From an optimization exercise on the open Yosys and OpenROAD flow, aimed at small area, a short achievable clock period and few clock cycles per item; shortcuts taken in it are not production practice.
Only simulation tests tie the RTL to the original design; equivalence was not proved.

middle:
==> module si570_math, before the edit <==
module si570_math
(
    input             clk, resetn,
    input      [47:0] old_si570_regs,
    output     [47:0] new_si570_regs,
    output     [31:0] fxtal,
    input             start,
    output            idle
);
localparam NI  = 6;
localparam NC1 = (NI + 32) / 2;            
localparam NCS = 32 / 2;                   
localparam NC2 = 42 / 3;                   
wire[ 2:0] in_hs  = old_si570_regs[47:45];
wire[ 6:0] in_n1  = old_si570_regs[44:38];
wire[37:0] in_rf  = old_si570_regs[37:0];
reg        busy;
reg        prep1;        
reg        prep2;        
reg        sk;           
reg [4:0]  cnt;          
reg [3:0]  cnt2;         
reg [37:0] rfn;          
reg [39:0] r3n;          
reg        int_ph;       
reg [10:0] k;            
reg [12:0] k3n;          
reg [37:0] p1;           
reg [31:0] fq;           
reg [10:0] p2;           
reg [41:0] qd;           
assign fxtal          = fq;
assign new_si570_regs = {3'd0, 7'd3, qd[37:0]};
assign idle           = ~busy & ~start;
wire [7:0]  in_n  = {1'b0, in_n1} + 8'd1;
wire [10:0] in_k  = {1'b0, in_n, 2'b0} + (in_hs[0] ? {3'd0, in_n} : 11'd0)
                  + (in_hs[1] ? {2'd0, in_n, 1'b0} : 11'd0) + (in_hs[2] ? {1'b0, in_n, 2'b0} : 11'd0);
wire [33:0] mt0 = {k, 23'd0};
wire [33:0] mt1 = {3'd0, k, 20'd0};
wire [33:0] mt2 = {5'd0, k, 18'd0};
wire [33:0] mt3 = {7'd0, k, 16'd0};
wire [33:0] mt4 = {14'd0, k, 9'd0};
wire [33:0] mt5 = {15'd0, k, 8'd0};
wire [33:0] mt6 = ~{20'd0, k, 3'd0};      
wire [33:0] mt7 = {23'd0, k};
wire [33:0] ms1, mc1, ms2, mc2, ms3, mc3, ms4, mc4, ms5, mc5, ms, mc;
csa #(34) i_m1 (mt0, mt1, mt2, ms1, mc1);
csa #(34) i_m2 (mt3, mt4, mt5, ms2, mc2);
csa #(34) i_m3 (ms1, mc1, ms2, ms3, mc3);
csa #(34) i_m4 (mc2, mt6, mt7, ms4, mc4);
csa #(34) i_m5 (ms3, mc3, ms4, ms5, mc5);
csa #(34) i_m6 (ms5, mc5, mc4, ms, mc);
wire [12:0] k3 = {1'b0, k, 1'b0} + {2'd0, k};
wire [43:0] es, ec, e;
csa #(44) i_e1 ({1'b0, ~rfn, 5'd0}, {6'd0, ~rfn}, {34'd0, k[10:1]}, es, ec);
add_sk #(44) i_e (.a(es), .b(ec), .ci(1'b0), .s(e), .co());
wire [37:0] r1;
wire [1:0]  q1;
wire [39:0] sum1;        
wire [39:0] sum2;        
div4_step #(.WIDTH(38)) u_div1 (
    .rem_in (p1),
    .bits_in(fq[31:30] & {2{int_ph}}),
    .divn   (rfn),
    .div3n  (r3n),
    .rem_out(r1),
    .q      (q1),
    .sum1   (sum1),
    .sum2   (sum2)
);
wire [33:0] m = sum1[33:0];
wire skip = (in_rf[37:34] != 0)
          | ((in_rf[37:33] != 0) && (k <= 11'd879))
          | ((in_rf[37:31] != 0) && (k <= 11'd219))
          | ((in_rf[37:29] != 0) && (k <= 11'd54));
wire [10:0] r2a, r2;
wire [1:0]  q2a;
wire        q2b;
wire [2:0]  q2 = {q2a, q2b};
div4_step #(.WIDTH(11)) u_div2a (
    .rem_in (p2),
    .bits_in(qd[41:40]),
    .divn   (~k),
    .div3n  (k3n),
    .rem_out(r2a),
    .q      (q2a),
    .sum1   (),
    .sum2   ()
);
uint_div #(.WIDTH(11)) u_div2b (
    .rem_in (r2a),
    .bit_in (qd[39]),
    .divn   (~k),
    .rem_out(r2),
    .q      (q2b),
    .sum    ()
);
wire rf_phase = (cnt2 != 4'hF);
always @(posedge clk) begin
    if (resetn == 0) begin
        busy  <= 1'b0;
        prep1 <= 1'b0;
        prep2 <= 1'b0;
    end else if (!busy) begin
        if (start) begin
            busy  <= 1'b1;
            prep1 <= 1'b1;
        end
    end else if (prep1) begin
        prep1 <= 1'b0;
        prep2 <= 1'b1;
    end else if (prep2) begin
        prep2 <= 1'b0;
    end else if (cnt == 0) begin
        busy  <= 1'b0;
    end
end
always @(posedge clk) begin
    k3n <= ~k3;
    if (!busy) begin
        k      <= in_k;
        p1     <= {2'b11, ~in_rf[37:2]};
        int_ph <= 1'b1;
    end else if (prep1 | prep2) begin
        int_ph <= 1'b1;
    end else begin
        int_ph <= (cnt > NC1 - NI / 2);
    end
    if (prep1) r3n <= sum2;
    if (prep1) begin
        p1  <= {6'd0, ms[33:2]};
        rfn <= {4'd0, mc};
        cnt <= NC1 - 1;
    end else begin
        rfn <= ~in_rf;
        if (prep2) begin
            p1  <= skip ? {4'd0, m} : m[33:NI];
            cnt <= skip ? NCS - 1 : NC1 - 1;
        end else begin
            if (busy) p1 <= r1;
            cnt <= cnt - 1;
        end
    end
    if (prep1) begin
        p2   <= {9'd0, e[43:42]};
        cnt2 <= NC2 - 1;
    end else begin
        p2   <= r2;
        if (rf_phase) cnt2 <= cnt2 - 1;
    end
end
always @(posedge clk) begin
    if (!busy) begin
        if (start) fq[31:30] <= ~in_rf[1:0];
    end else if (prep1) begin
        fq[31:30] <= ms[1:0];
        qd        <= e[41:0];
    end else if (prep2) begin
        fq[31:26] <= skip ? 6'd0 : m[NI-1:0];
        if (rf_phase) qd <= {qd[38:0], q2};
    end else if (busy) begin
        fq <= {fq[29:0], q1};
        if (rf_phase) qd <= {qd[38:0], q2};
    end
end
endmodule
export LEC_CHECK = 0
export CAP_MARGIN = 20
export CORE_MARGIN = 2
export CORE_UTILIZATION = 55
export SETUP_SLACK_MARGIN = 2.0
export SLEW_MARGIN = 20
create_clock -name core_clock -period 6.5 [get_ports {clk}]
run.sh (not shown) runs the stock make flow with config.mk's settings and CLKGATE_MAP_FILE= SYNTH_SCRIPT=/design/flow/synth_recipe.tcl, a recipe that flattens the netlist after the stock synthesis.
Testbench counts of middle, summed over its fixed seeds: cycles 7,572, items 384.
--- input diff middle..south ---
--- a/flow/design.v
+++ b/flow/design.v
@@ -177,7 +177,7 @@
 reg [39:0] r3n;          
 reg        int_ph;       
 reg [10:0] k;            
-reg [12:0] k3n;          
+wire [13:0] k3n, k5n, k7n;  
 reg [37:0] p1;           
 reg [31:0] fq;           
 reg [10:0] p2;           
@@ -203,7 +203,12 @@
 csa #(34) i_m4 (mc2, mt6, mt7, ms4, mc4);
 csa #(34) i_m5 (ms3, mc3, ms4, ms5, mc5);
 csa #(34) i_m6 (ms5, mc5, mc4, ms, mc);
-wire [12:0] k3 = {1'b0, k, 1'b0} + {2'd0, k};
+wire [13:0] k3 = {2'd0, k, 1'b0} + {3'd0, k};
+wire [13:0] k5 = {1'b0, k, 2'b0} + {3'd0, k};
+wire [13:0] k7 = {k, 3'b0} - {3'd0, k};
+assign k3n = ~k3;
+assign k5n = ~k5;
+assign k7n = ~k7;
 wire [43:0] es, ec, e;
 csa #(44) i_e1 ({1'b0, ~rfn, 5'd0}, {6'd0, ~rfn}, {34'd0, k[10:1]}, es, ec);
 add_sk #(44) i_e (.a(es), .b(ec), .ci(1'b0), .s(e), .co());
@@ -226,27 +231,17 @@
           | ((in_rf[37:33] != 0) && (k <= 11'd879))
           | ((in_rf[37:31] != 0) && (k <= 11'd219))
           | ((in_rf[37:29] != 0) && (k <= 11'd54));
-wire [10:0] r2a, r2;
-wire [1:0]  q2a;
-wire        q2b;
-wire [2:0]  q2 = {q2a, q2b};
-div4_step #(.WIDTH(11)) u_div2a (
+wire [10:0] r2;
+wire [2:0]  q2;
+div8_step #(.WIDTH(11)) u_div2 (
     .rem_in (p2),
-    .bits_in(qd[41:40]),
-    .divn   (~k),
-    .div3n  (k3n),
-    .rem_out(r2a),
-    .q      (q2a),
-    .sum1   (),
-    .sum2   ()
-);
-uint_div #(.WIDTH(11)) u_div2b (
-    .rem_in (r2a),
-    .bit_in (qd[39]),
-    .divn   (~k),
+    .bits_in(qd[41:39]),
+    .d1n    (~{3'd0, k}),
+    .d3n    (k3n),
+    .d5n    (k5n),
+    .d7n    (k7n),
     .rem_out(r2),
-    .q      (q2b),
-    .sum    ()
+    .q      (q2)
 );
 wire rf_phase = (cnt2 != 4'hF);
 always @(posedge clk) begin
@@ -269,7 +264,6 @@
     end
 end
 always @(posedge clk) begin
-    k3n <= ~k3;
     if (!busy) begin
         k      <= in_k;
         p1     <= {2'b11, ~in_rf[37:2]};
Notes after the runs:
Delta(sequential share of layout area, south - middle) < 0. Diff middle -> south: sum of buffers and inverters on the critical path increased by 1 relative to the old numbers; final layout net count up about 10%; met3 routed wirelength grew by about 9%. south vs. middle: final cell area excluding filler cells went up 2100 µm²; placed standard-cell area went up about 7%. Comparing south and middle, the higher final non-filler cell total is on south.
Testbench counts of south, summed over its fixed seeds: cycles 7,572, items 384.

[what the ideal ports hide]
Ports are ideal in the flow. The routed layouts listed here were re-timed in OpenROAD.
Step 1 sets driving cells, clkbuf_16 on the clock port and buf_2 on the other inputs (assumed; they add their load-dependent delay and slew).
Step 2, shift: input delay + t, output delay - t, t = (earliest + latest rising clock arrival at the registers) / 2. This alone moves slack from input paths to output paths.
Slacks: no drivers / after step 1 / after step 2; pairs: no drivers / after step 1.
| run | t, ns | slack for setup (ns) | worst setup path at the end |
|---|---|---|---|
| middle | 0.639 | 1.831 / 1.831 / 1.529 | input to register |
| south | 0.641 | 1.948 / 1.948 / 1.495 | input to register |
After both steps every run listed still meets setup and hold. For south, which loses most, drivers alone change the setup slack by 0.000 ns; drivers and shift together by -0.453 ns.
